Background: an optimization exercise with open tools, aiming at small area, a short achievable clock period and few clock cycles. Do not read the settings as production practice.
Where RTL was checked, it was by simulation tests only, not by an equivalence proof against the original.
Power is estimated from default activity; no workload was simulated.

==> flow/design.v (excerpt) <==
module UT_TOP (
    clk, rst_n, in_valid, in_time,
    out_valid, out_display, out_day
);
Size in the first run: ~1200 cells after synthesis, ~42 I/O pins, ~0.0075 mm² of cells after synthesis.
==> flow/config.mk <==
export PLATFORM = sky130hd
export DESIGN_NAME = UT_TOP
export DESIGN_NICKNAME = UT_TOP
export VERILOG_FILES = /design/flow/design.v
export SDC_FILE = /design/flow/constraint.sdc
export NUM_CORES = 4
export LEC_CHECK = 0
export ABC_AREA = 1
export CAP_MARGIN = 20
export CORE_MARGIN = 2
export CORE_UTILIZATION = 60
export SETUP_SLACK_MARGIN = 5
export SLEW_MARGIN = 20
==> flow/constraint.sdc <==
create_clock -name core_clock -period 9.0 [get_ports {clk}]
set_input_delay 1.8000 -clock core_clock [delete_from_list [all_inputs] [get_ports {clk}]]
set_output_delay 1.8000 -clock core_clock [all_outputs]
set_load 0.01 [all_outputs]
standard.sh (not shown) runs the stock make flow with config.mk's settings and CLKGATE_MAP_FILE= SYNTH_SCRIPT=/design/flow/synth_recipe.tcl, a recipe that flattens the netlist after the stock synthesis.
==> flow/flow/run.sh <==
#!/bin/bash
# Standard layout, except that synthesis maps adders and comparators through ABC
# (no full/half-adder cell extraction), and timing repair aims for 2.5 ns paths.
set -euo pipefail
bash standard.sh ADDER_MAP_FILE= SETUP_SLACK_MARGIN=6.5 finish > flow_make.log 2>&1
Testbench counts at the start, summed over its fixed seeds: cycles 11,768.
==> next run, changes <==
==> flow/run.sh (new file) <==
#!/bin/bash
# synth_recipe.tcl (not shown) runs the flow's synth.tcl, then flattens the netlist and writes it again
# the make line also repeats each setting of config.mk as NAME=value (left out here)
make -C /OpenROAD-flow-scripts/flow DESIGN_CONFIG=/design/flow/config.mk WORK_HOME=/design/flow/orfs CLKGATE_MAP_FILE= SYNTH_SCRIPT=/design/flow/synth_recipe.tcl finish
removed: flow/flow/run.sh
removed: flow/standard.sh
Effect: Global-route usage shrinks by 0.93 points; die area grows by 19%; via count grows by 12%; clock power shrinks by 8.7%.


UT_TOP, a different RTL version from the one above (not shown whole).
For scale: roughly 990 cells after synthesis, roughly 6700 µm² of cells after synthesis.
Settings: LEC_CHECK=0, ABC_AREA=1, ABC_CLOCK_PERIOD_IN_PS=1500, CAP_MARGIN=20, CORE_MARGIN=2, CORE_UTILIZATION=60, SETUP_SLACK_MARGIN=5, SLEW_MARGIN=20; clock period 9.0 ns.
==> flow/flow/run.sh <==
#!/bin/bash
# Standard layout, except:
#  - synthesis maps adders and comparators through ABC (no full/half-adder
#    cell extraction), with a stronger area-oriented ABC script
#    (flow/abc_area.script, used in place of ORFS's abc_area.script);
#  - port buffers are plain buf_1 cells (resized later where timing needs it);
#  - clock tree synthesis adds no dummy loads;
#  - timing repair aims for 2.57 ns paths.
set -euo pipefail
rm -rf scripts_local
cp -r "$FLOW_HOME/scripts" scripts_local
cp flow/abc_area.script scripts_local/abc_area.script
bash standard.sh "SCRIPTS_DIR=$PWD/scripts_local" ADDER_MAP_FILE= SETUP_SLACK_MARGIN=6.43 \
  "BUFFER_PORTS_ARGS=-buffer_cell sky130_fd_sc_hd__buf_1" \
  "CTS_ARGS=-sink_clustering_enable -repair_clock_nets -dont_use_dummy_load -sink_clustering_size 100 -sink_clustering_max_diameter 500" \
  finish > flow_make.log 2>&1
==> flow/flow/abc_area.script <==
strash
&get -n
&fraig -x
&put
scorr
dc2
dc2
strash
dch -f
map {D}
topo
stime -c
buffer -c
upsize -c
dnsize -c
Testbench counts at the start, summed over its fixed seeds: cycles 11,768.
Rerun with:
--- a/flow/flow/run.sh
+++ b/flow/flow/run.sh
@@ -15 +15 @@
-  "CTS_ARGS=-sink_clustering_enable -repair_clock_nets -dont_use_dummy_load -sink_clustering_size 100 -sink_clustering_max_diameter 500" \
+  "CTS_ARGS=-sink_clustering_enable -repair_clock_nets -dont_use_dummy_load" \
Outcome:
- The changed run passed the timing, DRC and antenna checks
- fmax does not change
- setup slack stays the same
- wire length stays the same
- non-clock buffer count does not change
- cell area does not change
- die area is unchanged
- global-route usage is unchanged
- synthesized area is unchanged
- power is unchanged
- via count is unchanged
Rerun with:
--- a/flow/flow/run.sh
+++ b/flow/flow/run.sh
@@ -8 +8 @@
-#  - timing repair aims for 2.57 ns paths.
+#  - timing repair aims for 2.67 ns paths.
@@ -13 +13 @@
-bash standard.sh "SCRIPTS_DIR=$PWD/scripts_local" ADDER_MAP_FILE= SETUP_SLACK_MARGIN=6.43 \
+bash standard.sh "SCRIPTS_DIR=$PWD/scripts_local" ADDER_MAP_FILE= SETUP_SLACK_MARGIN=6.33 \
Cell area went down by 1.4%.
Utilization is lower by 0.92 points.
Critical path depth does not change.
Via count drops by 1.3%.
Flip-flop and latch count does not change.
Count of clock-buffer cells in the layout does not change.
Total power is lower by 1.5%.


Another version of the RTL of UT_TOP (not shown whole).
Size in the first run: about 71 flip-flops, roughly 42 I/O pins.
clock: 9.0 ns
lec_check: 0
abc_area: 1
abc_clock_period_in_ps: 1500
cap_margin: 20
core_margin: 2
core_utilization: 60
setup_slack_margin: 5
slew_margin: 20
==> flow/flow/run.sh <==
#!/bin/bash
# Standard layout, except:
#  - synthesis maps adders and comparators through ABC (no full/half-adder
#    cell extraction), with a stronger area-oriented ABC script
#    (flow/abc_area.script, used in place of ORFS's abc_area.script);
#  - port buffers are plain buf_1 cells (resized later where timing needs it);
#  - clock tree synthesis adds no dummy loads;
#  - timing repair aims for 2.57 ns paths.
set -euo pipefail
rm -rf scripts_local
cp -r "$FLOW_HOME/scripts" scripts_local
cp flow/abc_area.script scripts_local/abc_area.script
bash standard.sh "SCRIPTS_DIR=$PWD/scripts_local" ADDER_MAP_FILE= SETUP_SLACK_MARGIN=6.43 \
  "BUFFER_PORTS_ARGS=-buffer_cell sky130_fd_sc_hd__buf_1" \
  "CTS_ARGS=-sink_clustering_enable -repair_clock_nets -dont_use_dummy_load" \
  finish > flow_make.log 2>&1
Scripts as last shown in full above: flow/flow/abc_area.script
Testbench counts at the start, summed over its fixed seeds: cycles 11,768.
Next try:
==> flow/flow/run.sh (replaced) <==
#!/bin/bash
# Standard layout, except:
#  - synthesis maps adders and comparators through ABC (no full/half-adder
#    cell extraction), which gives smaller and faster logic here;
#  - port buffers are plain buf_1 cells (resized later where timing needs it);
#  - clock tree synthesis adds no dummy loads;
#  - timing repair aims for 2.5 ns paths.
set -euo pipefail
bash standard.sh ADDER_MAP_FILE= SETUP_SLACK_MARGIN=6.5 \
  "BUFFER_PORTS_ARGS=-buffer_cell sky130_fd_sc_hd__buf_1" \
  "CTS_ARGS=-sink_clustering_enable -repair_clock_nets -dont_use_dummy_load" \
  finish > flow_make.log 2>&1
ABC_CLOCK_PERIOD_IN_PS = unset   (was 1500)
CORE_UTILIZATION = 75   (was 60)
removed: flow/flow/abc_area.script
- cell count climbs by 16%
- first-iteration DRC count climbs by 46%
- utilization climbs by 16 points
- setup slack gets better by 9.4 ps
- final area climbs by 4.8%
- routed wire length climbs by 12%
- non-clock buffer count climbs by 3
- clock skew climbs by 15 ps
- hold slack gets better by 11 ps
Next try:
--- a/flow/flow/run.sh
+++ b/flow/flow/run.sh
@@ -3,3 +3,4 @@
 #  - synthesis maps adders and comparators through ABC (no full/half-adder
-#    cell extraction), which gives smaller and faster logic here;
+#    cell extraction), with a stronger area-oriented ABC script
+#    (flow/abc_area.script, used in place of ORFS's abc_area.script);
 #  - port buffers are plain buf_1 cells (resized later where timing needs it);
@@ -8,3 +9,6 @@
 set -euo pipefail
-bash standard.sh ADDER_MAP_FILE= SETUP_SLACK_MARGIN=6.5 \
+rm -rf scripts_local
+cp -r "$FLOW_HOME/scripts" scripts_local
+cp flow/abc_area.script scripts_local/abc_area.script
+bash standard.sh "SCRIPTS_DIR=$PWD/scripts_local" ADDER_MAP_FILE= SETUP_SLACK_MARGIN=6.5 \
   "BUFFER_PORTS_ARGS=-buffer_cell sky130_fd_sc_hd__buf_1" \
==> flow/flow/abc_area.script (new file) <==
strash
&get -n
&fraig -x
&put
scorr
dc2
strash
&get -n
&dch -f
&nf -R 1000
&put
topo
stime -c
buffer -c
upsize -c
dnsize -c
CORE_UTILIZATION = 60   (was 75)
Result: The new run passed the timing, DRC and antenna checks. Worst setup slack degrades by 700 ps. Wire length came out higher by about 3.5%. Combinational power came out higher by 17%. Final cell count came out lower by about 20%. Clock-buffer cell count does not change. Cell area came out higher by about 3%. Sequential share of layout area came out lower by 0.46 points. Synthesized cell count came out lower by 26%.
Next try:
==> flow/flow/run.sh (replaced) <==
#!/bin/bash
# Standard layout, except:
#  - synthesis maps adders and comparators through ABC (no full/half-adder
#    cell extraction), which gives smaller and faster logic here;
#  - port buffers are plain buf_1 cells (resized later where timing needs it);
#  - clock tree synthesis adds no dummy loads;
#  - timing repair aims for 2.5 ns paths.
set -euo pipefail
bash standard.sh ADDER_MAP_FILE= SETUP_SLACK_MARGIN=6.5 \
  "BUFFER_PORTS_ARGS=-buffer_cell sky130_fd_sc_hd__buf_1" \
  "CTS_ARGS=-sink_clustering_enable -repair_clock_nets -dont_use_dummy_load" \
  finish > flow_make.log 2>&1
removed: flow/flow/abc_area.script
Effect: Total power falls by roughly a tenth; cell count went up by a quarter to a third; wire length falls by roughly a tenth.


UT_TOP, a different RTL version from the one above (not shown whole).
Size in the first run: about 1000 cells after synthesis, roughly 82 flip-flops, roughly 42 I/O pins.
==> flow/config.mk <==
export PLATFORM = sky130hd
export DESIGN_NAME = UT_TOP
export DESIGN_NICKNAME = UT_TOP
export VERILOG_FILES = /design/flow/design.v
export SDC_FILE = /design/flow/constraint.sdc
export NUM_CORES = 4
export LEC_CHECK = 0
export ABC_AREA = 0
export ABC_CLOCK_PERIOD_IN_PS = 2500
export CAP_MARGIN = 20
export CORE_MARGIN = 2
export CORE_UTILIZATION = 60
export SETUP_SLACK_MARGIN = 5
export SLEW_MARGIN = 20
==> flow/constraint.sdc <==
create_clock -name core_clock -period 9.0 [get_ports {clk}]
set_input_delay 1.8000 -clock core_clock [delete_from_list [all_inputs] [get_ports {clk}]]
set_output_delay 1.8000 -clock core_clock [all_outputs]
set_load 0.01 [all_outputs]
==> flow/flow/run.sh <==
#!/bin/bash
# Standard layout, except that synthesis maps adders and comparators through ABC
# (no full/half-adder cell extraction), and timing repair aims for 2.5 ns paths.
set -euo pipefail
bash standard.sh ADDER_MAP_FILE= SETUP_SLACK_MARGIN=6.5 finish > flow_make.log 2>&1
Testbench counts at the start, summed over its fixed seeds: cycles 11,768.
Next try:
--- a/flow/config.mk
+++ b/flow/config.mk
@@ -7,4 +7,3 @@
 export LEC_CHECK = 0
-export ABC_AREA = 0
-export ABC_CLOCK_PERIOD_IN_PS = 2500
+export ABC_AREA = 1
 export CAP_MARGIN = 20
What happened: Setup slack gains 300 ps. Global-route usage shrinks by 4.9 points. First-iteration DRC count shrinks by 40%. Die area grows by 7.9%. Worst hold slack loses 5.4 ps. Total power shrinks by 11%. Area after synthesis grows by 8.2%. Count of clock-buffer cells in the layout grows by 2. Clock power grows by 7.1%. Cell count grows by 22%.


RTL: one of the versions met above, not the one the previous note started from.
Size: ~1200 cells after synthesis, roughly 93 flip-flops.
make LEC_CHECK=0 ABC_AREA=0 ABC_CLOCK_PERIOD_IN_PS=2500 CAP_MARGIN=20 CORE_MARGIN=2 CORE_UTILIZATION=60 SETUP_SLACK_MARGIN=5 SLEW_MARGIN=20 finish   # period 9.0 ns
run.sh (not shown) runs the stock make flow with config.mk's settings and CLKGATE_MAP_FILE= SYNTH_SCRIPT=/design/flow/synth_recipe.tcl, a recipe that flattens the netlist after the stock synthesis.
Stock flow here: none of the scripts above is used.
The starting point ran to the end with no violations.
Testbench counts at the start, summed over its fixed seeds: cycles 11,768.
==> next run, changes <==
==> flow/flow/run.sh (new file) <==
#!/bin/bash
# Standard layout, except that synthesis maps adders and comparators through ABC
# (no full/half-adder cell extraction), which gives smaller and faster logic here.
set -euo pipefail
bash standard.sh ADDER_MAP_FILE= finish > flow_make.log 2>&1
==> flow/standard.sh (new file) <==
#!/bin/bash
# synth_recipe.tcl (not shown) runs the flow's synth.tcl, then flattens the netlist and writes it again
# the make line also repeats each setting of config.mk as NAME=value (left out here)
make -C /OpenROAD-flow-scripts/flow DESIGN_CONFIG=/design/flow/config.mk WORK_HOME=/design/flow/orfs CLKGATE_MAP_FILE= SYNTH_SCRIPT=/design/flow/synth_recipe.tcl "${@:-finish}"
Settings changed: ABC_AREA 0 to 1, ABC_CLOCK_PERIOD_IN_PS 2500 to unset.
removed: flow/run.sh
=>
- The new run ran to the end with no violations
- worst hold slack gains 0.0093 ns
- fmax went up by 17%
- count of clock-buffer cells in the layout is lower by 2
- via count goes down by 6.0%
- total power fell by 28%


Another version of the RTL of UT_TOP (not shown whole).
For scale: roughly 1,000 cells after synthesis, about 42 I/O pins.
Settings: LEC_CHECK=0, ABC_AREA=1, ABC_CLOCK_PERIOD_IN_PS=1500, CAP_MARGIN=20, CORE_MARGIN=2, CORE_UTILIZATION=60, SETUP_SLACK_MARGIN=5, SLEW_MARGIN=20; clock period 9.0 ns.
standard.sh (not shown) runs the stock make flow with config.mk's settings and CLKGATE_MAP_FILE= SYNTH_SCRIPT=/design/flow/synth_recipe.tcl, a recipe that flattens the netlist after the stock synthesis.
==> flow/flow/run.sh <==
#!/bin/bash
# Standard layout, except:
#  - synthesis maps adders and comparators through ABC (no full/half-adder
#    cell extraction), with a stronger area-oriented ABC script
#    (flow/abc_area.script, used in place of ORFS's abc_area.script);
#  - port buffers are plain buf_1 cells (resized later where timing needs it);
#  - clock tree synthesis adds no dummy loads;
#  - timing repair aims for 2.57 ns paths.
set -euo pipefail
rm -rf scripts_local
cp -r "$FLOW_HOME/scripts" scripts_local
cp flow/abc_area.script scripts_local/abc_area.script
bash standard.sh "SCRIPTS_DIR=$PWD/scripts_local" ADDER_MAP_FILE= SETUP_SLACK_MARGIN=6.43 \
  "BUFFER_PORTS_ARGS=-buffer_cell sky130_fd_sc_hd__buf_1" \
  "CTS_ARGS=-sink_clustering_enable -repair_clock_nets -dont_use_dummy_load -buf_list sky130_fd_sc_hd__clkbuf_8" \
  finish > flow_make.log 2>&1
==> flow/flow/abc_area.script <==
strash
&get -n
&fraig -x
&put
scorr
dc2
dc2
strash
dch -f
map {D}
topo
stime -c
buffer -c
upsize -c
dnsize -c
Change:
--- a/flow/flow/run.sh
+++ b/flow/flow/run.sh
@@ -14,3 +14,3 @@
   "BUFFER_PORTS_ARGS=-buffer_cell sky130_fd_sc_hd__buf_1" \
-  "CTS_ARGS=-sink_clustering_enable -repair_clock_nets -dont_use_dummy_load -buf_list sky130_fd_sc_hd__clkbuf_8" \
+  "CTS_ARGS=-sink_clustering_enable -repair_clock_nets -dont_use_dummy_load" \
   finish > flow_make.log 2>&1
Register-to-register slack barely changes.
Utilization rises by 1.0 points.
Wire length rises by about 0.4%.
Total power rises by 4.2%.
Sequential share of layout area falls by 0.42 points.
Die area stays the same.
Cell count is unchanged.
Maximum frequency rises by about 1%.
No run of this note included a check of the RTL's function; only the layout flow was run.


== JK ==
Another version of the RTL of UT_TOP (not shown whole).
Size: about 1100 cells after synthesis, ~42 I/O pins, about 8900 um^2 of cells after synthesis.
Settings: LEC_CHECK=0, CAP_MARGIN=20, CORE_MARGIN=2, CORE_UTILIZATION=40, SLEW_MARGIN=20; clock period 9.0 ns.
run.sh (not shown) runs the stock make flow with config.mk's settings and CLKGATE_MAP_FILE= SYNTH_SCRIPT=/design/flow/synth_recipe.tcl, a recipe that flattens the netlist after the stock synthesis.
Stock flow here: none of the scripts above is used.
JK finished every stage and its layout cleared the timing, DRC and antenna checks.
Testbench counts of JK, summed over its fixed seeds: cycles 12,280.
Here is what was changed in the inputs of MS compared with JK.
- ABC_AREA newly set to 1
- CORE_UTILIZATION changed from 40 to 60
[summary]
- MS | stages: all done | timing, DRC, antenna: all pass
- Summary of MS over JK: minimum clock period after layout shrank by 260 ps, internal cell power shrank by 0.18 mW, die area shrank by about 36%.
- Summary: with JK as the reference, first-iteration DRC count in MS moved up by more than 10%.
- Looking at area of the mapped netlist across both flows, MS is the stronger of the two, with JK trailing.
- Cmp MS vs JK: number of buffer and inverter stages on the critical path higher in MS

==> afterwards: timing with drivers on the ports <==
No port has a modelled driver above. Below, the same layouts with a new extraction and two added sets of constraints. Step 1 assumes that a clkbuf_16 drives the clock port and a buf_2 every other input. Step 2 also shifts input and output timing later by t, the mid clock arrival at the registers, as if the neighbouring blocks saw the same clock. a / b / c = ideal ports / drivers / drivers and shift; a / b = the first two.
run	t (ns)	slack for setup (ns)	clock arrival spread, ns
the first run of note 1	0.397	6.304 / 6.264 / 6.183	0.011 / 0.011
the second run of note 1	0.393	5.369 / 5.369 / 5.369	0.009 / 0.009
the first run of note 2	0.399	6.337 / 6.298 / 6.536	0.016 / 0.016
the second run of note 2	0.399	6.337 / 6.298 / 6.536	0.016 / 0.016
the third run of note 2	0.398	6.336 / 6.299 / 6.488	0.016 / 0.015
the first run of note 3	0.385	6.379 / 6.379 / 6.354	0.013 / 0.012
the second run of note 3	0.401	6.388 / 6.350 / 6.422	0.027 / 0.027
the third run of note 3	0.411	5.687 / 5.687 / 5.687	0.023 / 0.023
the fourth run of note 3	0.387	6.422 / 6.377 / 6.543	0.019 / 0.019
the first run of note 4	0.400	6.126 / 6.126 / 6.126	0.023 / 0.022
the second run of note 4	0.386	6.425 / 6.382 / 6.238	0.010 / 0.010
the first run of note 5	0.394	5.218 / 5.218 / 5.218	0.009 / 0.009
the second run of note 5	0.395	5.759 / 5.759 / 5.759	0.012 / 0.011
the first run of note 6	0.399	6.391 / 6.358 / 6.494	0.012 / 0.012
the second run of note 6	0.384	6.417 / 6.376 / 6.482	0.008 / 0.008
JK	0.397	2.477 / 2.477 / 2.477	0.006 / 0.007
MS	0.400	2.737 / 2.737 / 2.737	0.016 / 0.016
After both steps setup and hold are still met in every run listed. The setup slack of the second run of note 4, which loses most, moves by -0.043 ns with the drivers and by -0.187 ns with both steps.
